This is an optimization exercise on Yosys and OpenROAD, whose aim is small area, a short achievable clock period and few clock cycles, not a production implementation.
In this exercise RTL edits were held to simulation tests only and were not proved equivalent to the original.
No activity file was given, so power comes from the tool's default toggle rates.

**design/flow/constraint.sdc**
```tcl
create_clock -name core_clock -period 6.0 [get_ports {clk}]
set_input_delay 1.2000 -clock core_clock [delete_from_list [all_inputs] [get_ports {clk}]]
set_output_delay 1.2000 -clock core_clock [all_outputs]
set_load 0.01 [all_outputs]
```
**design/flow/design.v**
```verilog
`timescale 1ns / 1ps
module iterative_divider (
    input  wire [16:0] t_in,
    input  wire        a_in,
    input  wire [15:0] v,
    input  wire        mask,       
    input  wire [6:0]  wx,
    input  wire [6:0]  wy,
    input  wire [16:0] accx_in,
    input  wire        satx_in,
    input  wire [15:0] accy_in,
    input  wire        saty_in,
    output wire [16:0] t_out,
    output wire [16:0] accx_out,
    output wire        satx_out,
    output wire [15:0] accy_out,
    output wire        saty_out
);
    wire [17:0] u  = {t_in, a_in};
    wire [18:0] v1 = {3'b0, v};
    wire [18:0] v2 = {2'b0, v, 1'b0};
    wire [18:0] e1 = {1'b0, u} - v1;
    wire [18:0] e2 = {1'b0, u} - v2;
    wire [18:0] na = ~v1;
    wire [18:0] nb = ~v2;
    wire [18:0] uu = {1'b0, u};
    wire [18:0] cs_s = uu ^ na ^ nb;
    wire [18:0] cs_c = {(uu[17:0] & na[17:0]) | (uu[17:0] & nb[17:0]) | (na[17:0] & nb[17:0]), 1'b0};
    wire [18:0] e3 = cs_s + cs_c + 19'd2;
    wire g1 = ~e1[18];
    wire g2 = ~e2[18];
    wire g3 = ~e3[18];
    wire s3 = g3;
    wire s2 = g2 & ~g3;
    wire s1 = g1 & ~g2;
    wire s0 = ~g1;
    wire [15:0] r = ({16{s3}} & e3[15:0]) | ({16{s2}} & e2[15:0]) |
                    ({16{s1}} & e1[15:0]) | ({16{s0}} & u[15:0]);
    assign t_out = {r, 1'b0};
    wire m = ~mask;
    horner4 #(.W(17)) hx (
        .acc(accx_in), .sat(satx_in), .w(wx),
        .s0(s0 | mask), .s1(s1 & m), .s2(s2 & m), .s3(s3 & m),
        .acc_out(accx_out), .sat_out(satx_out));
    horner4 #(.W(16)) hy (
        .acc(accy_in), .sat(saty_in), .w(wy),
        .s0(s0 | mask), .s1(s1 & m), .s2(s2 & m), .s3(s3 & m),
        .acc_out(accy_out), .sat_out(saty_out));
endmodule
module horner4 #(
    parameter W = 17
) (
    input  wire [W-1:0] acc,
    input  wire         sat,
    input  wire [6:0]   w,
    input  wire         s0, s1, s2, s3,
    output wire [W-1:0] acc_out,
    output wire         sat_out
);
    localparam H = W - 7;                     
    wire [8:0]   w1 = {2'b0, w};
    wire [8:0]   w2 = {1'b0, w, 1'b0};
    wire [8:0]   w3 = w1 + w2;
    wire [7:0]   l1 = {1'b0, acc[6:0]} + {3'b0, w1[8:2]};
    wire [7:0]   l2 = {1'b0, acc[6:0]} + {2'b0, w2[8:2]};
    wire [7:0]   l3 = {1'b0, acc[6:0]} + {1'b0, w3[8:2]};
    wire [H-1:0] hi  = acc[W-1:7];
    wire [H-1:0] hi1 = hi + 1'b1;
    wire top = |hi[H-1:H-2];
    wire all1 = &hi[H-3:0];
    wire [W-1:0] c0 = {hi[H-3:0], acc[6:0], 2'b00};
    wire [W-1:0] c1 = {l1[7] ? hi1[H-3:0] : hi[H-3:0], l1[6:0], w1[1:0]};
    wire [W-1:0] c2 = {l2[7] ? hi1[H-3:0] : hi[H-3:0], l2[6:0], w2[1:0]};
    wire [W-1:0] c3 = {l3[7] ? hi1[H-3:0] : hi[H-3:0], l3[6:0], w3[1:0]};
    assign acc_out = ({W{s0}} & c0) | ({W{s1}} & c1) | ({W{s2}} & c2) | ({W{s3}} & c3);
    assign sat_out = sat | top | (all1 & ((s1 & l1[7]) | (s2 & l2[7]) | (s3 & l3[7])));
endmodule
`timescale 1ns / 1ps
module physics_engine #(
    parameter SCREEN_WIDTH = 320,
    parameter SCREEN_HEIGHT = 240
    ) (
    input  wire        clk,
    input  wire        resetn,
    input  wire        fire,
    input  wire [15:0] axi_Z_dist,
    input  wire [15:0] axi_arrow_vel,
    input  wire [7:0]  wind_x_in,
    input  wire [7:0]  wind_y_in,
    input  wire [8:0]  aim_x,
    input  wire [7:0]  aim_y,
    output wire        result_valid,
    output reg [8:0]   land_x,
    output reg [7:0]   land_y
);
    function [19:0] norm16;      
        input [15:0] x;
        reg   [15:0] y;
        reg   [3:0]  n;
        begin
            y = x; n = 4'd0;
            if (y[15:8] == 8'd0) begin y = {y[7:0], 8'd0};  n[3] = 1'b1; end
            if (y[15:12] == 4'd0) begin y = {y[11:0], 4'd0}; n[2] = 1'b1; end
            if (y[15:14] == 2'd0) begin y = {y[13:0], 2'd0}; n[1] = 1'b1; end
            if (y[15] == 1'b0)    begin y = {y[14:0], 1'b0}; n[0] = 1'b1; end
            norm16 = {n, y};
        end
    endfunction
    function [4:0] bitlen;
        input [16:0] x;
        integer i;
        begin
            bitlen = 5'd0;
            for (i = 0; i < 17; i = i + 1)
                if (x[i]) bitlen = i + 1;
        end
    endfunction
    wire [19:0] nz = norm16(axi_Z_dist);
    wire [19:0] nv = norm16(axi_arrow_vel);
    wire [5:0]  s  = 6'd8 + {2'b0, nv[19:16]} - {2'b0, nz[19:16]};
    wire        zero_q = ~nv[15] | ~nz[15] | s[5];
    reg         busy;        
    reg         fin;         
    reg  [3:0]  cnt;         
    reg  [16:0] t;
    reg         a;
    reg  [14:0] vn;          
    reg  [6:0]  wxm, wym;
    reg         wxn, wyn;
    reg  [8:0]  ax;
    reg  [7:0]  ay;
    reg  [16:0] accx;
    reg  [15:0] accy;
    reg         satx, saty;
    wire [16:0] t_nx;
    wire [16:0] accx_nx;
    wire [15:0] accy_nx;
    wire        satx_nx, saty_nx;
    iterative_divider core (
        .t_in(t), .a_in(a), .v({1'b1, vn}), .mask(cnt[3]), .wx(wxm), .wy(wym),
        .accx_in(accx), .satx_in(satx), .accy_in(accy), .saty_in(saty),
        .t_out(t_nx), .accx_out(accx_nx), .satx_out(satx_nx),
        .accy_out(accy_nx), .saty_out(saty_nx));
    wire [8:0] tx_in = wind_x_in[7] ? aim_x : SCREEN_WIDTH - aim_x;
    wire [8:0] ty_in = wind_y_in[7] ? {1'b0, aim_y} : SCREEN_HEIGHT - {1'b0, aim_y};
    wire d0x_in = (wind_x_in[6:0] == 7'd0) |
                  (wind_x_in[7] ? (aim_x == 9'd0) : (aim_x >= SCREEN_WIDTH));
    wire d0y_in = (wind_y_in[6:0] == 7'd0) |
                  (wind_y_in[7] ? (aim_y == 8'd0) : ({1'b0, aim_y} >= SCREEN_HEIGHT));
    reg  [3:0] jx, jy;
    reg        d0x, d0y;
    always @(posedge clk) begin
        if (fire) begin
            jx  <= bitlen({8'd0, tx_in}) ;
            jy  <= bitlen({8'd0, ty_in}) ;
            d0x <= d0x_in;
            d0y <= d0y_in;
        end
    end
    wire [5:0] fx = {2'b0, jx} + 6'd22 - {1'b0, cnt, 1'b0};
    wire [5:0] fy = {2'b0, jy} + 6'd22 - {1'b0, cnt, 1'b0};
    reg  [16:0] mkx;
    reg  [15:0] mky;
    integer i;
    always @* begin
        for (i = 0; i < 17; i = i + 1) mkx[i] = (fx <= i + 16);
        for (i = 0; i < 16; i = i + 1) mky[i] = (fy <= i + 16);
    end
    wire big_x = satx | (|(accx & mkx));
    wire big_y = saty | (|(accy & mky));
    wire det_x = d0x | big_x;
    wire det_y = d0y | big_y;
    reg  done;
    always @(posedge clk) begin
        if (!resetn)
            done <= 1'b0;
        else if (fire)
            done <= d0x_in & d0y_in;
        else
            done <= busy & ~done & det_x & det_y;
    end
    assign result_valid = fin | (busy & done);
    wire [10:0] qx = wxn ? {2'b0, ax} - {2'b0, accx[16:8]} : {2'b0, ax} + {2'b0, accx[16:8]};
    wire [9:0]  qy = wyn ? {2'b0, ay} - {2'b0, accy[15:8]} : {2'b0, ay} + {2'b0, accy[15:8]};
    wire x_lo = wxn & (satx | qx[10]);
    wire x_hi = ~x_lo & ((~wxn & satx) | qx >= SCREEN_WIDTH);
    wire y_lo = wyn & (saty | qy[9]);
    wire y_hi = ~y_lo & ((~wyn & saty) | qy >= SCREEN_HEIGHT);
    always @* begin
        land_x = x_lo ? 9'd0 : x_hi ? SCREEN_WIDTH - 1 : qx[8:0];
        land_y = y_lo ? 8'd0 : y_hi ? SCREEN_HEIGHT - 1 : qy[7:0];
    end
    always @(posedge clk) begin
        if (!resetn) begin
            busy <= 1'b0;
            fin  <= 1'b0;
        end else if (fire) begin
            busy <= ~zero_q;
            fin  <= zero_q;
        end else begin
            busy <= busy & ~done & (cnt != 4'd0);
            fin  <= busy & ~done & (cnt == 4'd0);
        end
    end
    always @(posedge clk) begin
        if (fire) begin
            vn   <= nv[14:0];
            wxm  <= wind_x_in[6:0];
            wym  <= wind_y_in[6:0];
            wxn  <= wind_x_in[7];
            wyn  <= wind_y_in[7];
            ax   <= aim_x;
            ay   <= aim_y;
        end
    end
    always @(posedge clk) begin
        if (fire) begin
            t    <= s[0] ? {1'b0, nz[15:0]} : {2'b0, nz[15:1]};
            a    <= ~s[0] & nz[0];
            cnt  <= s[4:1];
            accx <= 17'd0;
            accy <= 16'd0;
            satx <= 1'b0;
            saty <= 1'b0;
        end else begin
            t    <= t_nx;
            a    <= 1'b0;
            cnt  <= cnt - 4'd1;
            accx <= accx_nx;
            accy <= accy_nx;
            satx <= satx_nx | big_x;
            saty <= saty_nx | big_y;
        end
    end
endmodule
```
**design/flow/config.mk**
```make
export PLATFORM = sky130hd
export DESIGN_NAME = physics_engine
export DESIGN_NICKNAME = physics_engine
export VERILOG_FILES = /design/flow/design.v
export SDC_FILE = /design/flow/constraint.sdc
export NUM_CORES = 4
export LEC_CHECK = 0
export ABC_CLOCK_PERIOD_IN_PS = 3500
export CAP_MARGIN = 20
export CORE_MARGIN = 2
export CORE_UTILIZATION = 40
export PLACE_DENSITY = 0.8
export SETUP_SLACK_MARGIN = 1.5
export SLEW_MARGIN = 20
```
**design/flow/run.sh**
```bash
#!/bin/bash
# synth_recipe.tcl (not shown) runs the flow's synth.tcl, then flattens the netlist and writes it again
# the make line also repeats each setting of config.mk as NAME=value (left out here)
make -C /OpenROAD-flow-scripts/flow DESIGN_CONFIG=/design/flow/config.mk WORK_HOME=/design/flow/orfs CLKGATE_MAP_FILE= SYNTH_SCRIPT=/design/flow/synth_recipe.tcl finish
```
==> results of run 1 <==
==> registers in the layout, indices dropped and copies added (netlist names), 4 cells and up <==
register,cells
ax,9
wym,7
jx,4
jy,4
accy,16
vn,15
wxm,7
cnt,4
accx,17
t,17
ay,8
==> timing repair <==
item,CTS,global route
gates resized for setup,54,58
pin swaps,11,25
setup buffers,10,17
endpoints found under the setup margin,62,66
==> cells by family (layout without fill, tap and decap cells) <==
logic type                 Yosys count  count (layout)  synth area share, %
AOI/OAI and AO/OA                  566             566                 26.8
and+or+nand+nor                    435             435                 15.7
buffers and inverters              217             326                 6.16
adders and majority gates          213             213                 20.9
DFF                                118             118                 21.2
xor gates and xnor gates            96              96                 6.06
muxes                               42              42                 3.09
==> area by class of cell <==
class                   count  area [sq um]  area share (%)
inverters                 171           648            4.01
clock inverters            14           128           0.789
flip-flops and latches    118          2950            18.3
repair buffers            123          1110            6.88
clock buffers              18           429            2.65
well taps                 455           569            3.52
multi-input cells        1352         10300            63.9
==> power groups by stage <==
stage	registers (mW)	clock network (mW)	logic, mW
final	1.30	0.989	5.06
after CTS	1.28	0.992	4.86
after global placement	1.29	0	4.66
after global routing	1.32	1.03	5.57
after floorplan	1.18	0	3.70
after detailed placement	1.30	0	4.78
==> cell usage in the layout (no fill, tap or decap), drive strengths merged, types with 32 or more instances in the layout <==
master,netlist,layout
a21o,50,50
a21oi,170,170
buf,18,43
clkdlybuf4s50,0,67
dfxtp,60,60
edfxtp,58,58
fa,32,32
ha,181,181
inv,169,172
mux2i,35,35
nand2,97,97
nand3,32,32
nor2,125,125
nor3,37,37
o21ai,112,112
xnor2,58,58
xor2,38,38
==> metal layers <==
layer  vias to the layer above  share of wire (%)  wire (um)
met5                         -                  0          0
met4                         0                2.2        830
met3                        71                5.8       2200
met2                       415                 48      18100
met1                      6247                 44      16900
li1                       6374                  -          -
==> how the worst min path moves through the flow <==
stage | startpoint | endpoint | slack [ns] | depth (start not counted)
finish | accx[10] | accx[12] | 0.50 | 1
global route | accx[11] | accx[13] | 0.55 | 1
CTS | accx[12] | accx[14] | 0.53 | 1
detailed placement | accx[12] | accx[14] | 0.51 | 1
global placement | accx[12] | accx[14] | 0.50 | 1
floorplan | accx[12] | accx[14] | 0.46 | 1
==> stage by stage <==
stage	cell area [sq um]	hold WS (ns)
2_1_floorplan	13900	0.459
3_3_place_gp	15200	0.504
3_5_place_dp	15200	0.513
4_1_cts	15900	0.529
5_1_grt	16200	0.548
6_report	16200	0.504
==> run notes, run 1 <==
# TYPE chip_impl_metric gauge
chip_impl_info{name="outcome",value="no timing/DRC/antenna violations"} 1
chip_impl_info{name="grt_most_used_layer",value="met2"} 1
chip_impl_metric{name="report.final.hold_viol_count",unit=""} 0
chip_impl_info{name="main_synth_ff_type",value="dfxtp_1"} 1
chip_impl_metric{name="worst_ep_arrival_time",unit="ns"} 4.75
chip_impl_metric{name="initial_utilization",unit="%"} 40.3
chip_impl_metric{name="clock_input_transition_at_the_sequential_cells_of_the_worst_setup_and_hold_paths",unit="ns"} 0.06
chip_impl_metric{name="finalNetCount",unit=""} 2064
chip_impl_metric{name="dr.pass1.iters",unit=""} 5
chip_impl_metric{name="place.gp.congestion",unit=""} 0.976
chip_impl_metric{name="antenna_found_initial",unit=""} 0
chip_impl_metric{name="vdd_ir_drop_max",unit="mV"} 0.266
chip_impl_metric{name="finalCritPeriodShare",unit="%"} 73.5
chip_impl_metric{name="post_synth.cell_area_avg",unit="sq um"} 8.22
chip_impl_metric{name="cts.sink_count",unit=""} 118
chip_impl_metric{name="numPlacedInstances",unit=""} 2192
chip_impl_metric{name="timing.clock.skew",unit="ns"} 0.00775
chip_impl_metric{name="worstSkewPairLatency",unit="ns"} 0.43
chip_impl_metric{name="floorplan.core_area",unit="sq mm"} 0.0344
chip_impl_metric{name="layout-area-overhead-vs-synth",unit="%"} 16.6
chip_impl_metric{name="synth-edff-count",unit=""} 58
chip_impl_info{name="critPathCaptureType",value="flip-flop"} 1
chip_impl_metric{name="drt-vias-per-instance",unit=""} 5.82
chip_impl_metric{name="grt_pass1_wl",unit="mm"} 62.3
chip_impl_info{name="cts-root-buf",value="clkbuf_16"} 1
chip_impl_metric{name="route.final.wire_length",unit="mm"} 38.0
chip_impl_metric{name="switchingPower",unit="mW"} 3.61
chip_impl_info{name="critPathKind",value="reg2reg"} 1
chip_impl_metric{name="design.die.area",unit="sq mm"} 0.0362
chip_impl_info{name="worst_setup_endpoint",value="accy[7]"} 1
chip_impl_info{name="timing.rr.start",value="vn[6]"} 1
chip_impl_metric{name="port_buffers",unit=""} 85
chip_impl_metric{name="chipHeight",unit="um"} 190
chip_impl_info{name="cts_tree",value="built"} 1
chip_impl_metric{name="met3_usage",unit="%"} 2.60
chip_impl_metric{name="synth.top_cell.area_share",unit="%"} 16.3
chip_impl_metric{name="ys_seq_area_share",unit="%"} 21.2
chip_impl_metric{name="p_leak",unit="nW"} 6.98
chip_impl_metric{name="setup-violations-final",unit=""} 0
chip_impl_metric{name="met1_usage",unit="%"} 27.3
chip_impl_info{name="path_cells",value="fa_1 > inv_1 > ha_1 > ha_1 > a21o_1 > or3_1 > o211a_1 > or4_4 > nand2_2 > nand2_1 > nor2_4 > buf_4 > nand2_1 > a21oi_1"} 1
chip_impl_metric{name="report.final.slew_viol_count",unit=""} 0
chip_impl_info{name="critPathSlowestCell",value="fa_1"} 1
chip_impl_metric{name="placementRows",unit=""} 68
chip_impl_metric{name="slew_headroom",unit="%"} 39.1
chip_impl_metric{name="worstPathMaxFanout",unit=""} 10
chip_impl_metric{name="final_util",unit="%"} 47.0
chip_impl_metric{name="grt_util_met2",unit="%"} 35.8
chip_impl_metric{name="vias",unit=""} 13100
chip_impl_metric{name="first_global_vias",unit=""} 12900
chip_impl_info{name="cp_top_family",value="simple AND/OR/NAND/NOR gates"} 1
chip_impl_metric{name="h-tree-depth",unit=""} 4
chip_impl_info{name="top_area_cells_in_the_synthesized_netlist",value="ha_1, edfxtp_1, dfxtp_1"} 1
chip_impl_info{name="critPathLaunchType",value="flip-flop"} 1
chip_impl_info{name="netlist.top_cell.by_area",value="ha_1"} 1
chip_impl_metric{name="finish.cell_count_without_fillers",unit=""} 2251
chip_impl_metric{name="worstPathRequired",unit="ns"} 6.34
chip_impl_metric{name="diodes",unit=""} 0
chip_impl_metric{name="remaining_drc_errors",unit=""} 0
chip_impl_metric{name="power.switching_fraction",unit="%"} 49.1
chip_impl_metric{name="yosysWarningCount",unit=""} 1
chip_impl_metric{name="finalSetupTns",unit="ns"} 0
chip_impl_metric{name="num_io_pins",unit=""} 86
chip_impl_info{name="timing.hold.worst.class",value="reg2reg"} 1
chip_impl_metric{name="route.detailed.wl_per_inst",unit="um"} 16.9
chip_impl_metric{name="cell_internal_pwr",unit="mW"} 3.74
chip_impl_metric{name="cts_buffers",unit=""} 17
chip_impl_metric{name="power_per_cell_area",unit="mW/mm^2"} 454
chip_impl_metric{name="timing.max_cap.violations",unit=""} 0
chip_impl_info{name="post-synth-top-count-cell",value="ha_1"} 1
chip_impl_metric{name="detail-route-antenna-nets",unit=""} 0
chip_impl_metric{name="cts_hold_repair.buffers",unit=""} 0
chip_impl_metric{name="synth.net_count",unit=""} 1968
chip_impl_metric{name="grt_max_degree",unit=""} 68
chip_impl_metric{name="seq_power_share",unit="%"} 17.7
chip_impl_metric{name="timing_worst_slew_pin_value",unit="ns"} 0.905
chip_impl_metric{name="syn-cell-area",unit="sq mm"} 0.0139
chip_impl_metric{name="critPathBufInv",unit=""} 2
chip_impl_info{name="rsz0062_at_grt",value="yes"} 1
chip_impl_metric{name="async_flop_share",unit="%"} 0
chip_impl_metric{name="fin_total_pwr",unit="mW"} 7.34
chip_impl_metric{name="drt-initial-drc-count",unit=""} 947
chip_impl_metric{name="filler_instances",unit=""} 3254
chip_impl_metric{name="synth_cell_types",unit=""} 88
chip_impl_metric{name="synthCells",unit=""} 1687
chip_impl_metric{name="drive_above_1_share",unit="%"} 9.63
chip_impl_metric{name="synth-seq-cells",unit=""} 118
chip_impl_metric{name="preCtsSetupSlack",unit="ns"} 0.744
chip_impl_metric{name="largest_stage_delay_on_the_critical_path",unit="ns"} 0.56
chip_impl_metric{name="portion_of_total_power_attributed_to_combinational_logic",unit="%"} 68.9
chip_impl_metric{name="timing.final.ws_setup",unit="ns"} 1.59
chip_impl_metric{name="grt.total_usage",unit="%"} 20.8
chip_impl_metric{name="grt_overflow_total",unit=""} 0
chip_impl_info{name="synth_top_cells_by_count",value="ha_1, inv_1, a21oi_1"} 1
chip_impl_info{name="reg2reg_to",value="accy[7]"} 1
chip_impl_metric{name="clockBufferDepth",unit=""} 2
chip_impl_metric{name="dieWidth",unit="um"} 190
chip_impl_metric{name="cp.depth",unit=""} 14
chip_impl_metric{name="fmax",unit="MHz"} 227
chip_impl_metric{name="pwr-share-clk",unit="%"} 13.5
chip_impl_metric{name="reg2regPathDepth",unit=""} 14
chip_impl_metric{name="dp_hpwl",unit="mm"} 28.9
chip_impl_metric{name="worst_case_register_to_register_setup_slack",unit="ns"} 1.59
chip_impl_info{name="worstSetupStartpoint",value="vn[6]"} 1
chip_impl_metric{name="final_period_minus_worst_setup_slack",unit="ns"} 4.41
Testbench counts, summed over its fixed seeds: cycles 8,553.
==> run 2: changes to the inputs <==
--- a/design/flow/config.mk
+++ b/design/flow/config.mk
@@ -6,9 +6,8 @@
 export NUM_CORES = 4
 export LEC_CHECK = 0
 export ABC_CLOCK_PERIOD_IN_PS = 3500
-export CAP_MARGIN = 20
+export CAP_MARGIN = 10
 export CORE_MARGIN = 2
 export CORE_UTILIZATION = 40
-export PLACE_DENSITY = 0.8
 export SETUP_SLACK_MARGIN = 1.5
-export SLEW_MARGIN = 20
+export SLEW_MARGIN = 10
==> run notes, run 2 <==
# TYPE chip_impl_metric gauge
chip_impl_metric{name="numPlacedInstances",unit=""} 2193
chip_impl_info{name="timing.hold.worst.class",value="reg2reg"} 1
chip_impl_metric{name="drt-vias-per-instance",unit=""} 5.70
chip_impl_metric{name="met3RoutedLength",unit="mm"} 1.52
chip_impl_info{name="timing.rr.start",value="vn[6]"} 1
chip_impl_metric{name="finalNetCount",unit=""} 2062
chip_impl_metric{name="worst_case_register_to_register_setup_slack",unit="ns"} 1.63
chip_impl_metric{name="finalCritPeriodShare",unit="%"} 73.2
chip_impl_metric{name="design.die.area",unit="sq mm"} 0.0362
chip_impl_metric{name="vias",unit=""} 12800
chip_impl_metric{name="ff_latch_area",unit="sq mm"} 0.00296
chip_impl_metric{name="met2_length",unit="mm"} 18.1
chip_impl_info{name="outcome",value="no timing/DRC/antenna violations"} 1
chip_impl_metric{name="ys_seq_area_share",unit="%"} 21.2
chip_impl_metric{name="worst_ep_arrival_time",unit="ns"} 4.77
chip_impl_metric{name="worstPathMaxFanout",unit=""} 17
chip_impl_info{name="top_area_cells_in_the_synthesized_netlist",value="ha_1, edfxtp_1, dfxtp_1"} 1
chip_impl_metric{name="grt.total_usage",unit="%"} 21.3
chip_impl_info{name="critPathCaptureType",value="flip-flop"} 1
chip_impl_metric{name="chipHeight",unit="um"} 190
chip_impl_info{name="largest_registers",value="accx: 17 flops, t: 17 flops, accy: 16 flops"} 1
chip_impl_info{name="netlist.top_cell.by_area",value="ha_1"} 1
chip_impl_info{name="routed.top_layer",value="met4"} 1
chip_impl_metric{name="timing_worst_slew_pin_value",unit="ns"} 1.01
chip_impl_info{name="rsz0062_at_grt",value="yes"} 1
chip_impl_metric{name="final_period_minus_worst_setup_slack",unit="ns"} 4.39
chip_impl_metric{name="synth-edff-count",unit=""} 58
chip_impl_metric{name="largest_stage_delay_on_the_critical_path",unit="ns"} 0.54
chip_impl_metric{name="initial_utilization",unit="%"} 40.3
chip_impl_info{name="cts-root-buf",value="clkbuf_16"} 1
chip_impl_metric{name="drt-initial-drc-count",unit=""} 870
chip_impl_metric{name="worstSkewPairLatency",unit="ns"} 0.44
chip_impl_metric{name="report.final.hold_viol_count",unit=""} 0
chip_impl_metric{name="h-tree-depth",unit=""} 4
chip_impl_metric{name="cts.sink_count",unit=""} 118
chip_impl_metric{name="synth_cell_types",unit=""} 88
chip_impl_metric{name="report.final.slew_viol_count",unit=""} 0
chip_impl_info{name="critPathLaunchType",value="input port"} 1
chip_impl_metric{name="power_per_cell_area",unit="mW/mm^2"} 455
chip_impl_metric{name="place.gp.congestion",unit=""} 0.886
chip_impl_metric{name="layout-area-overhead-vs-synth",unit="%"} 16.7
chip_impl_metric{name="remaining_drc_errors",unit=""} 0
chip_impl_info{name="holdCritStartpoint",value="accx[12]"} 1
chip_impl_metric{name="grt_overflow_total",unit=""} 0
chip_impl_info{name="post-synth-top-count-cell",value="ha_1"} 1
chip_impl_metric{name="timing.clock.skew",unit="ns"} 0.0134
chip_impl_metric{name="finalSetupTns",unit="ns"} 0
chip_impl_metric{name="setup-violations-final",unit=""} 0
chip_impl_info{name="layout_common_cells",value="ha_1, inv_1, a21oi_1, nor2_1, o21ai_0"} 1
chip_impl_metric{name="synth-seq-cells",unit=""} 118
chip_impl_info{name="min_to",value="accx[14]"} 1
chip_impl_info{name="worstSetupStartpoint",value="axi_arrow_vel[15]"} 1
chip_impl_metric{name="worstHoldPathCells",unit=""} 1
chip_impl_metric{name="cts_buffers",unit=""} 17
chip_impl_metric{name="port_buffers",unit=""} 85
chip_impl_metric{name="multi_input_area",unit="sq mm"} 0.0103
chip_impl_metric{name="p_leak",unit="nW"} 7.01
chip_impl_metric{name="antenna_found_initial",unit=""} 0
chip_impl_metric{name="filler_instances",unit=""} 3358
chip_impl_metric{name="post_synth.cell_area_avg",unit="sq um"} 8.22
chip_impl_metric{name="floorplan.core_area",unit="sq mm"} 0.0344
chip_impl_metric{name="vdd_ir_drop_max",unit="mV"} 0.351
chip_impl_metric{name="yosysWarningCount",unit=""} 1
chip_impl_metric{name="timing.max_cap.violations",unit=""} 0
chip_impl_info{name="most_frequent_standard_cell_in_the_layout_excluding_fill_and_tap_cells",value="ha_1"} 1
chip_impl_metric{name="synthCells",unit=""} 1687
chip_impl_metric{name="drive_above_1_share",unit="%"} 9.70
chip_impl_metric{name="clockBufferDepth",unit=""} 2
chip_impl_metric{name="finish.cell_count_without_fillers",unit=""} 2249
chip_impl_metric{name="dp_hpwl",unit="mm"} 29.6
chip_impl_info{name="critPathKind",value="in2reg"} 1
chip_impl_metric{name="diodes",unit=""} 0
chip_impl_metric{name="worstPathRequired",unit="ns"} 6.38
chip_impl_metric{name="placementRows",unit=""} 68
chip_impl_metric{name="cts_hold_repair.buffers",unit=""} 0
chip_impl_metric{name="num_io_pins",unit=""} 86
chip_impl_metric{name="first_global_vias",unit=""} 12500
chip_impl_info{name="synth_top_cells_by_count",value="ha_1, inv_1, a21oi_1"} 1
chip_impl_metric{name="syn-cell-area",unit="sq mm"} 0.0139
chip_impl_metric{name="reg2regPathDepth",unit=""} 16
chip_impl_metric{name="detail_route.wirelength.met1",unit="mm"} 18.3
chip_impl_info{name="path_cells",value="clkdlybuf4s50_1 > or4_4 > nor3_4 > buf_4 > a21oi_1 > o31ai_2 > nor2_2 > buf_4 > ha_1 > ha_1 > fa_1 > a211oi_1 > a211o_1 > a32o_1"} 1
chip_impl_metric{name="fmax",unit="MHz"} 228
chip_impl_metric{name="synth.top_cell.area_share",unit="%"} 16.3
chip_impl_metric{name="dieWidth",unit="um"} 190
chip_impl_metric{name="dr.pass1.iters",unit=""} 6
chip_impl_info{name="reg2reg_to",value="accx[13]"} 1
chip_impl_metric{name="route.detailed.wl_per_inst",unit="um"} 17.1
chip_impl_metric{name="async_flop_share",unit="%"} 0
chip_impl_metric{name="route.final.wire_length",unit="mm"} 38.6
chip_impl_metric{name="synth.net_count",unit=""} 1968
chip_impl_info{name="critPathSlowestCell",value="or4_4"} 1
chip_impl_metric{name="grt_pass1_wl",unit="mm"} 62.5
chip_impl_metric{name="detail-route-antenna-nets",unit=""} 0
chip_impl_metric{name="slew_headroom",unit="%"} 32.5
chip_impl_metric{name="clock_input_transition_at_the_sequential_cells_of_the_worst_setup_and_hold_paths",unit="ns"} 0.06
chip_impl_info{name="cts_tree",value="built"} 1
chip_impl_info{name="main_synth_ff_type",value="dfxtp_1"} 1
chip_impl_metric{name="grt_max_degree",unit=""} 77
==> run 2: power breakdown <==
| group | switching, mW | internal [mW] | total (mW) |
|---|---|---|---|
| Clock | 0.424 | 0.664 | 1.09 |
| Sequential | 0.276 | 1.03 | 1.30 |
| Combinational | 2.86 | 2.12 | 4.98 |
==> run 2: what timing repair did <==
action	CTS	global route
buffers inserted	12	12
resized for setup	44	74
setup endpoints to repair	62	65
pin swaps	10	23
==> run 2: stage by stage <==
| step | instance area (sq um) | power (mW) | setup WS (ns) | hold slack, ns | utilization (%) |
|---|---|---|---|---|---|
| final | 16200 | 7.37 | 1.61 | 0.499 | 47.1 |
| after global routing | 16200 | 8.03 | 1.44 | 0.535 | 47.1 |
| after CTS | 16000 | 7.27 | 1.37 | 0.529 | 46.4 |
| after detailed placement | 15200 | 6.10 | 0.564 | 0.528 | 44.1 |
| after global placement | 15200 | 6.07 | 0.680 | 0.514 | 44.1 |
| after floorplan | 13900 | 4.88 | 1.58 | 0.459 | - |
==> run 2: area by class of cell <==
class / instances / area share, %
inverters: 171 / 3.99
clock inverters: 10 / 0.541
flip-flops and latches: 118 / 18.3
well taps: 455 / 3.52
repair buffers: 121 / 6.66
clock buffers: 22 / 3.26
multi-input cells: 1352 / 63.7
==> run 2: routing by layer <==
layer / GRT usage, % / vias up
li1: - / 6377
met1: 28.6 / 6092
met2: 36.1 / 298
met3: 2.53 / 49
met4: 6.14 / 0
met5: 0 / -
==> run 2: logic make-up (layout without fill, tap and decap cells) <==
logic type / count (synthesis) / count (layout) / share of synthesized area [%]
xor gates and xnor gates: 96 / 96 / 6.06
buffers and inverters: 217 / 324 / 6.16
muxes: 42 / 42 / 3.09
and+or+nand+nor: 435 / 435 / 15.7
adders and majority gates: 213 / 213 / 20.9
DFF: 118 / 118 / 21.2
AOI/OAI and AO/OA: 566 / 566 / 26.8
==> run 2: how the worst max path moves through the flow <==
stage	to	slack, ns
6_report	fin	1.61
5_1_grt	land_y[0]	1.44
2_1_floorplan	fin	1.58
3_3_place_gp	fin	0.68
4_1_cts	land_x[0]	1.37
3_5_place_dp	fin	0.56
==> run 2: critical path: cells and delay by family <==
family / cells / cell delay, ns
adders and majority gates: 3 / 0.93
buffers and inverters: 3 / 0.85
AOI/OAI and AO/OA: 5 / 1.02
and+or+nand+nor: 3 / 0.77
==> run 3: changes to the inputs <==
--- a/design/flow/config.mk
+++ b/design/flow/config.mk
@@ -6,8 +6,9 @@
 export NUM_CORES = 4
 export LEC_CHECK = 0
 export ABC_CLOCK_PERIOD_IN_PS = 3500
-export CAP_MARGIN = 10
+export CAP_MARGIN = 20
 export CORE_MARGIN = 2
 export CORE_UTILIZATION = 40
+export CTS_BUF_LIST = sky130_fd_sc_hd__clkbuf_4 sky130_fd_sc_hd__clkbuf_8
 export SETUP_SLACK_MARGIN = 1.5
-export SLEW_MARGIN = 10
+export SLEW_MARGIN = 20
==> run notes, run 3 <==
# TYPE chip_impl_metric gauge
chip_impl_metric{name="drive_above_1_share",unit="%"} 10.3
chip_impl_metric{name="port_buffers",unit=""} 85
chip_impl_info{name="cts_tree",value="built"} 1
chip_impl_metric{name="diodes",unit=""} 0
chip_impl_info{name="cts-root-buf",value="clkbuf_8"} 1
chip_impl_metric{name="dr.pass1.iters",unit=""} 5
chip_impl_metric{name="synth.top_cell.area_share",unit="%"} 16.3
chip_impl_metric{name="synth_fa_ha_area_share",unit="%"} 20.9
chip_impl_metric{name="final_period_minus_worst_setup_slack",unit="ns"} 4.49
chip_impl_metric{name="layout-area-overhead-vs-synth",unit="%"} 16.1
chip_impl_info{name="layout_common_cells",value="ha_1, inv_1, a21oi_1, nor2_1, o21ai_0"} 1
chip_impl_metric{name="report.final.slew_viol_count",unit=""} 0
chip_impl_metric{name="timing.clock.skew",unit="ns"} 0.0178
chip_impl_metric{name="synth.net_count",unit=""} 1968
chip_impl_info{name="cp_top_family",value="compound AO/OA/AOI/OAI gates"} 1
chip_impl_metric{name="ys_seq_area_share",unit="%"} 21.2
chip_impl_metric{name="report.final.hold_viol_count",unit=""} 0
chip_impl_metric{name="synth_xor_area_share",unit="%"} 6.06
chip_impl_metric{name="timing.max_cap.violations",unit=""} 0
chip_impl_info{name="main_synth_ff_type",value="dfxtp_1"} 1
chip_impl_metric{name="critPathBufInv",unit=""} 5
chip_impl_metric{name="first_global_vias",unit=""} 12500
chip_impl_metric{name="numPlacedInstances",unit=""} 2193
chip_impl_metric{name="filler_instances",unit=""} 3375
chip_impl_info{name="netlist.top_cell.by_area",value="ha_1"} 1
chip_impl_metric{name="h-tree-depth",unit=""} 4
chip_impl_info{name="outcome",value="no timing/DRC/antenna violations"} 1
chip_impl_metric{name="synth_compound_area_share",unit="%"} 26.8
chip_impl_metric{name="finalCritPeriodShare",unit="%"} 74.9
chip_impl_metric{name="clockBufferDepth",unit=""} 2
chip_impl_metric{name="setup-violations-final",unit=""} 0
chip_impl_info{name="most_frequent_standard_cell_in_the_layout_excluding_fill_and_tap_cells",value="ha_1"} 1
chip_impl_metric{name="synth_mux_area_share",unit="%"} 3.09
chip_impl_metric{name="worst_ep_arrival_time",unit="ns"} 3.29
chip_impl_metric{name="worstPathRequired",unit="ns"} 4.80
chip_impl_info{name="top_area_cells_in_the_synthesized_netlist",value="ha_1, edfxtp_1, dfxtp_1"} 1
chip_impl_metric{name="floorplan.core_area",unit="sq mm"} 0.0344
chip_impl_metric{name="async_flop_share",unit="%"} 0
chip_impl_metric{name="synth-simple-area-share",unit="%"} 15.7
chip_impl_metric{name="design.die.area",unit="sq mm"} 0.0362
chip_impl_metric{name="worstPathMaxFanout",unit=""} 5
chip_impl_metric{name="antenna_found_initial",unit=""} 0
chip_impl_info{name="synth_top_cells_by_count",value="ha_1, inv_1, a21oi_1"} 1
chip_impl_info{name="critPathCaptureType",value="output pin"} 1
chip_impl_metric{name="largest_stage_delay_on_the_critical_path",unit="ns"} 0.43
chip_impl_metric{name="num_io_pins",unit=""} 86
chip_impl_metric{name="synth-seq-cells",unit=""} 118
chip_impl_info{name="rsz0062_at_grt",value="yes"} 1
chip_impl_metric{name="clock_input_transition_at_the_sequential_cells_of_the_worst_setup_and_hold_paths",unit="ns"} 0.09
chip_impl_metric{name="yosysWarningCount",unit=""} 1
chip_impl_metric{name="post-route-cell-area",unit="sq mm"} 0.0161
chip_impl_info{name="path_cells",value="inv_1 > ha_2 > inv_2 > fa_2 > a21o_1 > a21oi_2 > o21ai_2 > a21oi_2 > a21oi_2 > o21a_1 > nor3_4 > buf_6 > a21oi_4 > buf_4 > a21oi_2 > clkbuf_2"} 1
chip_impl_metric{name="worstSkewPairLatency",unit="ns"} 0.50
chip_impl_metric{name="timing_worst_slew_pin_value",unit="ns"} 1.02
chip_impl_metric{name="syn-cell-area",unit="sq mm"} 0.0139
chip_impl_info{name="critPathLaunchType",value="flip-flop"} 1
chip_impl_metric{name="finish.cell_count_without_fillers",unit=""} 2256
chip_impl_metric{name="post_synth.cell_area_avg",unit="sq um"} 8.22
chip_impl_metric{name="vdd_ir_drop_max",unit="mV"} 0.280
chip_impl_metric{name="cts.sink_count",unit=""} 118
chip_impl_metric{name="fin_total_pwr",unit="mW"} 7.18
chip_impl_info{name="crit_top_cell",value="a21oi_2"} 1
chip_impl_metric{name="dpl_cell_area",unit="sq mm"} 0.0152
chip_impl_info{name="critPathKind",value="reg2out"} 1
chip_impl_metric{name="chipHeight",unit="um"} 190
chip_impl_metric{name="grt_overflow_total",unit=""} 0
chip_impl_metric{name="place.gp.congestion",unit=""} 0.886
chip_impl_metric{name="slew_headroom",unit="%"} 31.6
chip_impl_metric{name="cts_buffers",unit=""} 17
chip_impl_metric{name="vias",unit=""} 12900
chip_impl_metric{name="synthCells",unit=""} 1687
chip_impl_metric{name="drt-vias-per-instance",unit=""} 5.71
chip_impl_metric{name="final_util",unit="%"} 46.8
chip_impl_metric{name="drt-initial-drc-count",unit=""} 818
chip_impl_info{name="largest_registers",value="accx: 17 flops, t: 17 flops, accy: 16 flops"} 1
chip_impl_metric{name="fmax",unit="MHz"} 223
chip_impl_info{name="timing.hold.worst.class",value="reg2reg"} 1
chip_impl_metric{name="grt_max_degree",unit=""} 77
chip_impl_info{name="post-synth-top-count-cell",value="ha_1"} 1
chip_impl_metric{name="dp_hpwl",unit="mm"} 29.6
chip_impl_metric{name="grt_pass1_wl",unit="mm"} 62.4
chip_impl_info{name="dominant_combinational_cell_family_by_area_after_synthesis",value="compound AO/OA/AOI/OAI gates"} 1
chip_impl_metric{name="route.final.wire_length",unit="mm"} 38.6
chip_impl_metric{name="dieWidth",unit="um"} 190
chip_impl_metric{name="grt.total_usage",unit="%"} 21.3
chip_impl_metric{name="finalSetupTns",unit="ns"} 0
chip_impl_info{name="critPathSlowestCell",value="edfxtp_1"} 1
chip_impl_metric{name="p_leak",unit="nW"} 6.95
chip_impl_metric{name="placementRows",unit=""} 68
chip_impl_metric{name="synth_cell_types",unit=""} 88
chip_impl_metric{name="power_per_cell_area",unit="mW/mm^2"} 446
chip_impl_metric{name="detail-route-antenna-nets",unit=""} 0
chip_impl_metric{name="initial_utilization",unit="%"} 40.3
chip_impl_metric{name="route.detailed.wl_per_inst",unit="um"} 17.1
chip_impl_metric{name="remaining_drc_errors",unit=""} 0
chip_impl_metric{name="synth-edff-count",unit=""} 58
chip_impl_metric{name="finalNetCount",unit=""} 2069
-- run 3: changes by cell type in the layout (fill, tap and decap cells not counted), sizes merged --
cell and delta:
buf +10, bufinv +3, clkbuf -7, clkdlybuf4s15 +2, clkdlybuf4s50 +1, dlygate4sd2 -1, dlymetal6s2s -1
-- run 3: repair_timing --
item / 4_1_cts / 5_1_grt
pin swaps: 9 / 29
endpoints found under the setup margin: 63 / 63
gates resized for setup: 59 / 69
buffers inserted: 14 / 17
hold buffers: 0 / 0
-- run 3: path summary, 6_finish.rpt --
check / cells past startpoint / endpoint / startpoint / slack [ns]
hold reg to reg: 1 / accx[13] / accx[11] / 0.52
setup / recovery: 16 / land_x[0] / ax[0] / 1.51
setup reg to reg: 16 / satx / vn[6] / 1.70
hold / removal: 1 / accx[13] / accx[11] / 0.52
-- run 3: final cells by class --
| class | count | area, sq um | area share, % |
|---|---|---|---|
| well taps | 455 | 569 | 3.54 |
| clock buffers | 19 | 262 | 1.62 |
| repair buffers | 128 | 1140 | 7.07 |
| inverters | 171 | 646 | 4.01 |
| multi-input cells | 1352 | 10300 | 64.3 |
| clock inverters | 13 | 178 | 1.10 |
| flip-flops and latches | 118 | 2960 | 18.4 |
-- run 3: report_power, final --
part | switching (mW) | total, mW | internal, mW
logic | 2.87 | 5.01 | 2.14
registers | 0.277 | 1.30 | 1.02
clock network | 0.391 | 0.863 | 0.472
total | 3.54 | 7.18 | 3.64
-- run 3: logic make-up after synthesis --
family,Yosys count
AO/OA/AOI/OAI,566
XOR/XNOR,96
adder cells (fa/ha/maj),213
buffers and inverters,217
flip-flops,118
multiplexers,42
AND/OR/NAND/NOR,435
-- run 3: per-stage QoR --
| step | worst slack [ns] | hold slack [ns] |
|---|---|---|
| 5_1_grt | 1.34 | 0.543 |
| 3_3_place_gp | 0.680 | 0.514 |
| 6_report | 1.51 | 0.518 |
| 3_5_place_dp | 0.564 | 0.528 |
| 4_1_cts | 1.37 | 0.533 |
| 2_1_floorplan | 1.58 | 0.459 |
-- run 3: routing by layer --
layer  wire length [um]  vias to the layer above  part of all wire [%]  GRT usage (%)
li1                   -                     6384                     -              -
met1              18200                     6132                    47           28.5
met2              18200                      311                    47           36.2
met3               1590                       46                   4.1           2.51
met4                659                        0                   1.7           5.81
met5                  0                        -                     0              0
==> run 4: changes to the inputs <==
--- a/design/flow/config.mk
+++ b/design/flow/config.mk
@@ -9,6 +9,6 @@
 export CAP_MARGIN = 20
 export CORE_MARGIN = 2
 export CORE_UTILIZATION = 40
-export CTS_BUF_LIST = sky130_fd_sc_hd__clkbuf_4 sky130_fd_sc_hd__clkbuf_8
+export PLACE_DENSITY = 0.7
 export SETUP_SLACK_MARGIN = 1.5
 export SLEW_MARGIN = 20
==> run notes, run 4 <==
# TYPE chip_impl_metric gauge
chip_impl_metric{name="finalSetupTns",unit="ns"} 0
chip_impl_metric{name="chipHeight",unit="um"} 190
chip_impl_info{name="post-synth-top-count-cell",value="ha_1"} 1
chip_impl_info{name="synth_top_cells_by_count",value="ha_1, inv_1, a21oi_1"} 1
chip_impl_info{name="cts_tree",value="built"} 1
chip_impl_metric{name="grt_overflow_total",unit=""} 0
chip_impl_metric{name="timing.clock.skew",unit="ns"} 0.0133
chip_impl_info{name="critPathCaptureType",value="flip-flop"} 1
chip_impl_info{name="timing.rr.start",value="vn[6]"} 1
chip_impl_info{name="main_synth_ff_type",value="dfxtp_1"} 1
chip_impl_metric{name="clockBufferDepth",unit=""} 2
chip_impl_metric{name="slew_headroom",unit="%"} 43.0
chip_impl_metric{name="dpl_cell_area",unit="sq mm"} 0.0152
chip_impl_metric{name="num_io_pins",unit=""} 86
chip_impl_metric{name="worst_case_register_to_register_setup_slack",unit="ns"} 1.62
chip_impl_metric{name="finalNetCount",unit=""} 2057
chip_impl_metric{name="synth.top_cell.area_share",unit="%"} 16.3
chip_impl_metric{name="worstSkewPairLatency",unit="ns"} 0.43
chip_impl_metric{name="route.detailed.wl_per_inst",unit="um"} 16.7
chip_impl_metric{name="antenna_found_initial",unit=""} 0
chip_impl_info{name="holdCritStartpoint",value="accx[10]"} 1
chip_impl_info{name="layout_common_cells",value="ha_1, inv_1, a21oi_1, nor2_1, o21ai_0"} 1
chip_impl_metric{name="worstPathRequired",unit="ns"} 6.33
chip_impl_metric{name="reg2regPathDepth",unit=""} 14
chip_impl_metric{name="place.gp.congestion",unit=""} 0.902
chip_impl_metric{name="post_synth.cell_area_avg",unit="sq um"} 8.22
chip_impl_metric{name="synth_cell_types",unit=""} 88
chip_impl_metric{name="report.final.slew_viol_count",unit=""} 0
chip_impl_metric{name="ys_seq_area_share",unit="%"} 21.2
chip_impl_metric{name="finish.cell_count_without_fillers",unit=""} 2244
chip_impl_metric{name="worstPathMaxFanout",unit=""} 14
chip_impl_metric{name="post-route-cell-area",unit="sq mm"} 0.0161
chip_impl_metric{name="report.final.hold_viol_count",unit=""} 0
chip_impl_info{name="netlist.top_cell.by_area",value="ha_1"} 1
chip_impl_metric{name="cts_buffers",unit=""} 17
chip_impl_info{name="reg2reg_to",value="accx[16]"} 1
chip_impl_metric{name="synth-seq-cells",unit=""} 118
chip_impl_metric{name="first_global_vias",unit=""} 12600
chip_impl_info{name="largest_registers",value="accx: 17 flops, t: 17 flops, accy: 16 flops"} 1
chip_impl_metric{name="drt-initial-drc-count",unit=""} 974
chip_impl_metric{name="final_util",unit="%"} 46.9
chip_impl_metric{name="synthCells",unit=""} 1687
chip_impl_metric{name="port_buffers",unit=""} 85
chip_impl_metric{name="grt_pass1_wl",unit="mm"} 61.9
chip_impl_metric{name="syn-cell-area",unit="sq mm"} 0.0139
chip_impl_metric{name="floorplan.core_area",unit="sq mm"} 0.0344
chip_impl_info{name="top_area_cells_in_the_synthesized_netlist",value="ha_1, edfxtp_1, dfxtp_1"} 1
chip_impl_metric{name="vdd_ir_drop_max",unit="mV"} 0.267
chip_impl_metric{name="synth-edff-count",unit=""} 58
chip_impl_metric{name="route.final.wire_length",unit="mm"} 37.5
chip_impl_metric{name="async_flop_share",unit="%"} 0
chip_impl_info{name="min_to",value="accx[12]"} 1
chip_impl_metric{name="dr.pass1.iters",unit=""} 5
chip_impl_metric{name="cts_hold_repair.buffers",unit=""} 0
chip_impl_metric{name="drive_above_1_share",unit="%"} 9.22
chip_impl_metric{name="diodes",unit=""} 0
chip_impl_metric{name="h-tree-depth",unit=""} 4
chip_impl_metric{name="detail-route-antenna-nets",unit=""} 0
chip_impl_metric{name="timing_worst_slew_pin_value",unit="ns"} 0.847
chip_impl_metric{name="drt-vias-per-instance",unit=""} 5.77
chip_impl_metric{name="timing.max_cap.violations",unit=""} 0
chip_impl_metric{name="worst_ep_arrival_time",unit="ns"} 4.71
chip_impl_metric{name="grt.total_usage",unit="%"} 20.8
chip_impl_metric{name="initial_utilization",unit="%"} 40.3
chip_impl_metric{name="cts.sink_count",unit=""} 118
chip_impl_metric{name="grt_max_degree",unit=""} 66
chip_impl_info{name="cts-root-buf",value="clkbuf_16"} 1
chip_impl_metric{name="numPlacedInstances",unit=""} 2193
chip_impl_metric{name="dieWidth",unit="um"} 190
chip_impl_metric{name="remaining_drc_errors",unit=""} 0
chip_impl_metric{name="setup-violations-final",unit=""} 0
chip_impl_metric{name="design.die.area",unit="sq mm"} 0.0362
chip_impl_info{name="critPathLaunchType",value="flip-flop"} 1
chip_impl_metric{name="clock_input_transition_at_the_sequential_cells_of_the_worst_setup_and_hold_paths",unit="ns"} 0.06
chip_impl_metric{name="dp_hpwl",unit="mm"} 28.7
chip_impl_info{name="timing.hold.worst.class",value="reg2reg"} 1
chip_impl_info{name="rsz0062_at_grt",value="yes"} 1
chip_impl_metric{name="power_per_cell_area",unit="mW/mm^2"} 457
chip_impl_info{name="most_frequent_standard_cell_in_the_layout_excluding_fill_and_tap_cells",value="ha_1"} 1
chip_impl_metric{name="final_period_minus_worst_setup_slack",unit="ns"} 4.38
chip_impl_metric{name="fmax",unit="MHz"} 228
chip_impl_metric{name="placementRows",unit=""} 68
chip_impl_metric{name="finalCritPeriodShare",unit="%"} 72.9
chip_impl_metric{name="timing.hold.ws",unit="ns"} 0.521
chip_impl_info{name="outcome",value="no timing/DRC/antenna violations"} 1
chip_impl_metric{name="yosysWarningCount",unit=""} 1
chip_impl_metric{name="worstHoldPathCells",unit=""} 1
chip_impl_metric{name="layout-area-overhead-vs-synth",unit="%"} 16.3
chip_impl_metric{name="filler_instances",unit=""} 3317
chip_impl_metric{name="vias",unit=""} 12900
chip_impl_info{name="critPathKind",value="reg2reg"} 1
chip_impl_metric{name="synth.net_count",unit=""} 1968
chip_impl_metric{name="p_leak",unit="nW"} 6.95
==> run 4: critical path: stages, from the launching register on <==
cell and delay (ns):
edfxtp_1 0.44, fa_1 0.56, inv_1 0.04, ha_1 0.27
ha_1 0.35, a21o_1 0.21, or3_1 0.32, o211a_1 0.28
or4_4 0.55, a32oi_2 0.22, buf_6 0.22, nand2_8 0.13
o21ai_4 0.34, nand2_4 0.09, o311ai_2 0.27
==> run 4: repair_timing <==
action	4_1_cts	5_1_grt
setup buffers	8	11
resized for setup	42	73
endpoints found under the setup margin	63	68
pin swaps	10	19
==> run 4: kinds of logic after synthesis <==
kind of cell | Yosys count | synth area share, %
compound gates | 566 | 26.8
flops | 118 | 21.2
fa+ha+maj | 213 | 20.9
mux | 42 | 3.09
buf+inv | 217 | 6.16
simple gates | 435 | 15.7
xor+xnor | 96 | 6.06
==> run 4: worst max-delay path by stage <==
| stage | from | endpoint | slack (ns) | depth (start not counted) |
|---|---|---|---|---|
| 3_3_place_gp | axi_arrow_vel[12] | fin | 0.79 | 15 |
| 4_1_cts | ax[0] | land_x[0] | 1.47 | 15 |
| 3_5_place_dp | axi_arrow_vel[12] | fin | 0.68 | 15 |
| 6_report | vn[6] | accx[16] | 1.62 | 14 |
| 2_1_floorplan | axi_arrow_vel[12] | fin | 1.58 | 13 |
| 5_1_grt | ay[0] | land_y[1] | 1.43 | 15 |
==> run 4: cell type report <==
type                       count  area, sq um  share of cell area (%)
sequential                   118         2950                    18.3
clock buffer                  19          433                    2.68
clock inverter                13          179                    1.11
inverter                     171          651                    4.03
timing repair buffer         116         1030                    6.38
tap                          455          569                    3.53
multi-input combinational   1352        10300                    63.9
==> run 4: stage by stage <==
stage,power [mW],worst slack (ns)
detailed placement,6.08,0.678
CTS,7.24,1.47
global placement,5.99,0.792
floorplan,4.88,1.58
global route,8.00,1.43
finish,7.37,1.62
==> run 4: power by group <==
group	total, mW	switching, mW	internal (mW)
Combinational	4.98	2.87	2.11
Clock	1.08	0.392	0.693
Sequential	1.30	0.276	1.03
Total	7.37	3.54	3.83
==> run 4: metal layers <==
metal  track usage (%)  vias up  share of wire, %  routed length [um]
li1                  -     6367                 -                   -
met1              27.8     6132                45               17100
met2              34.8      393                48               17900
met3              2.60       56               4.9                1850
met4              6.50        0               1.9                 723
met5                 0        -                 0                   0
==> run 5: changes to the inputs <==
--- a/design/flow/config.mk
+++ b/design/flow/config.mk
@@ -10,5 +10,5 @@
 export CORE_MARGIN = 2
 export CORE_UTILIZATION = 40
 export PLACE_DENSITY = 0.7
-export SETUP_SLACK_MARGIN = 1.5
+export SETUP_SLACK_MARGIN = 1.6
 export SLEW_MARGIN = 20
==> run notes, run 5 <==
# TYPE chip_impl_metric gauge
chip_impl_metric{name="first_global_vias",unit=""} 12400
chip_impl_metric{name="synth.top_cell.area_share",unit="%"} 16.3
chip_impl_metric{name="floorplan.core_area",unit="sq mm"} 0.0344
chip_impl_metric{name="power_per_cell_area",unit="mW/mm^2"} 458
chip_impl_metric{name="cts_buffers",unit=""} 17
chip_impl_info{name="synth_top_cells_by_count",value="ha_1, inv_1, a21oi_1"} 1
chip_impl_metric{name="timing.clock.skew",unit="ns"} 0.0147
chip_impl_info{name="outcome",value="no timing/DRC/antenna violations"} 1
chip_impl_metric{name="grt_overflow_total",unit=""} 0
chip_impl_info{name="netlist.top_cell.by_area",value="ha_1"} 1
chip_impl_metric{name="drt-vias-per-instance",unit=""} 5.80
chip_impl_metric{name="post_synth.cell_area_avg",unit="sq um"} 8.22
chip_impl_info{name="cts-root-buf",value="clkbuf_16"} 1
chip_impl_metric{name="chipHeight",unit="um"} 190
chip_impl_metric{name="synth.net_count",unit=""} 1968
chip_impl_metric{name="switchingPower",unit="mW"} 3.61
chip_impl_metric{name="grt_pass1_wl",unit="mm"} 61.9
chip_impl_metric{name="design.die.area",unit="sq mm"} 0.0362
chip_impl_metric{name="synthCells",unit=""} 1687
chip_impl_metric{name="grt.total_usage",unit="%"} 20.8
chip_impl_metric{name="vias",unit=""} 13100
chip_impl_info{name="largest_registers",value="accx: 17 flops, t: 17 flops, accy: 16 flops"} 1
chip_impl_info{name="most_frequent_standard_cell_in_the_layout_excluding_fill_and_tap_cells",value="ha_1"} 1
chip_impl_metric{name="timing_worst_slew_pin_value",unit="ns"} 0.912
chip_impl_metric{name="dieWidth",unit="um"} 190
chip_impl_metric{name="slew_headroom",unit="%"} 39.2
chip_impl_metric{name="vdd_ir_drop_max",unit="mV"} 0.301
chip_impl_metric{name="syn-cell-area",unit="sq mm"} 0.0139
chip_impl_info{name="critPathCaptureType",value="output pin"} 1
chip_impl_metric{name="timing.final.ws_setup",unit="ns"} 1.67
chip_impl_metric{name="largest_stage_delay_on_the_critical_path",unit="ns"} 0.39
chip_impl_info{name="layout_common_cells",value="ha_1, inv_1, a21oi_1, nor2_1, o21ai_0"} 1
chip_impl_metric{name="report.final.slew_viol_count",unit=""} 0
chip_impl_metric{name="yosysWarningCount",unit=""} 1
chip_impl_metric{name="worstHoldPathCells",unit=""} 1
chip_impl_metric{name="cell_internal_pwr",unit="mW"} 3.88
chip_impl_metric{name="dp_hpwl",unit="mm"} 29.1
chip_impl_metric{name="drt-initial-drc-count",unit=""} 898
chip_impl_info{name="main_synth_ff_type",value="dfxtp_1"} 1
chip_impl_metric{name="setup-violations-final",unit=""} 0
chip_impl_metric{name="clock_input_transition_at_the_sequential_cells_of_the_worst_setup_and_hold_paths",unit="ns"} 0.06
chip_impl_metric{name="clockBufferDepth",unit=""} 2
chip_impl_metric{name="grt_max_degree",unit=""} 71
chip_impl_metric{name="pwr-share-clk",unit="%"} 13.5
chip_impl_metric{name="report.final.hold_viol_count",unit=""} 0
chip_impl_metric{name="port_buffers",unit=""} 85
chip_impl_metric{name="reg2regPathDepth",unit=""} 13
chip_impl_metric{name="dr.pass1.iters",unit=""} 5
chip_impl_info{name="path_cells",value="inv_1 > ha_1 > nor2b_1 > o21ai_2 > a21oi_2 > o41ai_2 > buf_4 > o2111ai_2 > nand2b_1 > nor3_4 > buf_6 > a21oi_4 > buf_6 > a21oi_2 > buf_2"} 1
chip_impl_info{name="critPathKind",value="reg2out"} 1
chip_impl_metric{name="synth-edff-count",unit=""} 58
chip_impl_metric{name="fmax",unit="MHz"} 231
chip_impl_metric{name="async_flop_share",unit="%"} 0
chip_impl_metric{name="detail-route-antenna-nets",unit=""} 0
chip_impl_metric{name="portion_of_total_power_attributed_to_combinational_logic",unit="%"} 69.0
chip_impl_metric{name="synth_cell_types",unit=""} 88
chip_impl_info{name="critPathLaunchType",value="flip-flop"} 1
chip_impl_info{name="top_area_cells_in_the_synthesized_netlist",value="ha_1, edfxtp_1, dfxtp_1"} 1
chip_impl_metric{name="h-tree-depth",unit=""} 4
chip_impl_metric{name="finalNetCount",unit=""} 2076
chip_impl_metric{name="p_leak",unit="nW"} 7.07
chip_impl_info{name="cts_tree",value="built"} 1
chip_impl_metric{name="timing.max_cap.violations",unit=""} 0
chip_impl_metric{name="place.gp.congestion",unit=""} 0.911
chip_impl_info{name="rsz0062_at_grt",value="yes"} 1
chip_impl_info{name="post-synth-top-count-cell",value="ha_1"} 1
chip_impl_metric{name="cts.sink_count",unit=""} 118
chip_impl_metric{name="route.final.wire_length",unit="mm"} 38.1
chip_impl_metric{name="placementRows",unit=""} 68
chip_impl_metric{name="worstSkewPairLatency",unit="ns"} 0.43
chip_impl_metric{name="diodes",unit=""} 0
chip_impl_metric{name="antenna_found_initial",unit=""} 0
chip_impl_metric{name="fin_total_pwr",unit="mW"} 7.50
chip_impl_metric{name="ys_seq_area_share",unit="%"} 21.2
chip_impl_metric{name="seq_power_share",unit="%"} 17.4
chip_impl_metric{name="finalCritPeriodShare",unit="%"} 72.2
chip_impl_metric{name="route.detailed.wl_per_inst",unit="um"} 16.8
chip_impl_info{name="critPathSlowestCell",value="dfxtp_4"} 1
chip_impl_metric{name="worst_ep_arrival_time",unit="ns"} 3.13
chip_impl_metric{name="drive_above_1_share",unit="%"} 11.3
chip_impl_metric{name="worstPathRequired",unit="ns"} 4.80
chip_impl_metric{name="synth-seq-cells",unit=""} 118
chip_impl_metric{name="finalSetupTns",unit="ns"} 0
chip_impl_metric{name="final_period_minus_worst_setup_slack",unit="ns"} 4.33
chip_impl_metric{name="remaining_drc_errors",unit=""} 0
chip_impl_metric{name="preCtsSetupSlack",unit="ns"} 0.612
chip_impl_metric{name="layout-area-overhead-vs-synth",unit="%"} 18.0
chip_impl_metric{name="worstPathMaxFanout",unit=""} 8
chip_impl_metric{name="initial_utilization",unit="%"} 40.3
chip_impl_info{name="timing.hold.worst.class",value="reg2reg"} 1
chip_impl_metric{name="power.switching_fraction",unit="%"} 48.2
chip_impl_metric{name="num_io_pins",unit=""} 86
==> run 5: cell count changes in the layout (fill, tap and decap cells not counted), moves of 3 or more <==
cell	delta
buf_4	+13
buf_6	+4
buf_2	+4
clkbuf_2	-4
a21oi_1	-3
dfxtp_1	-7
dfxtp_2	+7
==> run 5: final cells by class <==
type                       instances  area [sq um]
fill                            3285         18000
multi-input combinational       1352         10400
sequential                       118          2960
timing repair buffer             135          1200
inverter                         171           646
tap                              455           569
clock buffer                      21           450
clock inverter                    11           128
==> run 5: per-layer routing <==
| metal | track usage, % | routed length (um) |
|---|---|---|
| met2 | 35.7 | 18200 |
| met4 | 5.52 | 636 |
| met1 | 27.7 | 17500 |
| met3 | 2.45 | 1810 |
| met5 | 0 | 0 |
==> run 5: worst paths after layout <==
path | slack, ns | endpoint | start
setup / recovery | 1.67 | land_x[5] | accx[9]
hold / removal | 0.51 | accx[12] | accx[10]
setup reg to reg | 1.68 | t[1] | vn[6]
hold reg to reg | 0.51 | accx[12] | accx[10]
==> run 5: metrics by stage <==
stage,cells,utilization [%],hold WS [ns],area (sq um)
2_1_floorplan,1687,-,0.459,13900
3_3_place_gp,2193,44.1,0.516,15200
3_5_place_dp,2193,44.1,0.535,15200
4_1_cts,2237,46.5,0.550,16000
5_1_grt,2263,47.6,0.535,16400
6_report,2263,47.6,0.511,16400
==> run 5: power by group through the flow <==
stage          clock network (mW)  logic (mW)  registers [mW]
2_1_floorplan                   0        3.70            1.18
3_3_place_gp                    0        4.68            1.30
3_5_place_dp                    0        4.77            1.31
4_1_cts                      1.03        4.90            1.30
5_1_grt                      1.07        5.71            1.33
6_report                     1.02        5.18            1.31
==> run 5: critical path: cells and delay by family, from the launching register on <==
family / cells / cell delay (ns)
adder cells (fa/ha/maj): 1 / 0.30
flip-flops: 1 / 0.39
AO/OA/AOI/OAI: 6 / 0.71
AND/OR/NAND/NOR: 3 / 0.62
buffers and inverters: 5 / 0.67
==> run 5: repair_timing <==
item / 4_1_cts / 5_1_grt
buffers inserted: 12 / 25
setup endpoints to repair: 66 / 66
gates cloned: 0 / 1
gates resized for setup: 79 / 67
pin swaps: 16 / 31
hold buffers: 0 / 0
==> run 5: logic make-up after synthesis <==
logic type | share of synthesized area, %
compound gates | 26.8
simple gates | 15.7
buf+inv | 6.16
fa+ha+maj | 20.9
flops | 21.2
xor+xnor | 6.06
mux | 3.09

what the ideal ports hide:
The flow's constraints put no driver on any port. The routed layouts listed below were extracted and timed again, unchanged, in two steps. Step 1, drivers: a clkbuf_16 drives clk and a buf_2 each remaining input, both assumed. Step 2, shift: input delay + t, output delay - t, t = (earliest + latest rising clock arrival at the registers) / 2. This alone moves slack from input paths to output paths. Slacks: ideal ports / drivers / drivers and shift; pairs: ideal ports / drivers.
| run | shift t [ns] | slack for setup (ns) | latest minus earliest clock arrival (ns) | worst register clock-pin slew, ns | worst slew at a driven data input, ns |
|---|---|---|---|---|---|
| run 1 | 0.473 | 1.591 / 1.543 / 1.176 | 0.008 / 0.008 | 0.06 / 0.06 | 0.05 |
| run 2 | 0.487 | 1.608 / 1.581 / 1.149 | 0.013 / 0.013 | 0.07 / 0.07 | 0.04 |
| run 3 | 0.535 | 1.507 / 1.459 / 1.068 | 0.018 / 0.018 | 0.09 / 0.09 | 0.04 |
| run 4 | 0.476 | 1.623 / 1.590 / 1.256 | 0.013 / 0.014 | 0.06 / 0.06 | 0.05 |
| run 5 | 0.474 | 1.668 / 1.617 / 1.243 | 0.015 / 0.014 | 0.06 / 0.06 | 0.04 |
After both steps every run listed still meets setup and hold. The setup slack of run 2, which loses most, moves by -0.027 ns with the drivers and by -0.459 ns with both steps.
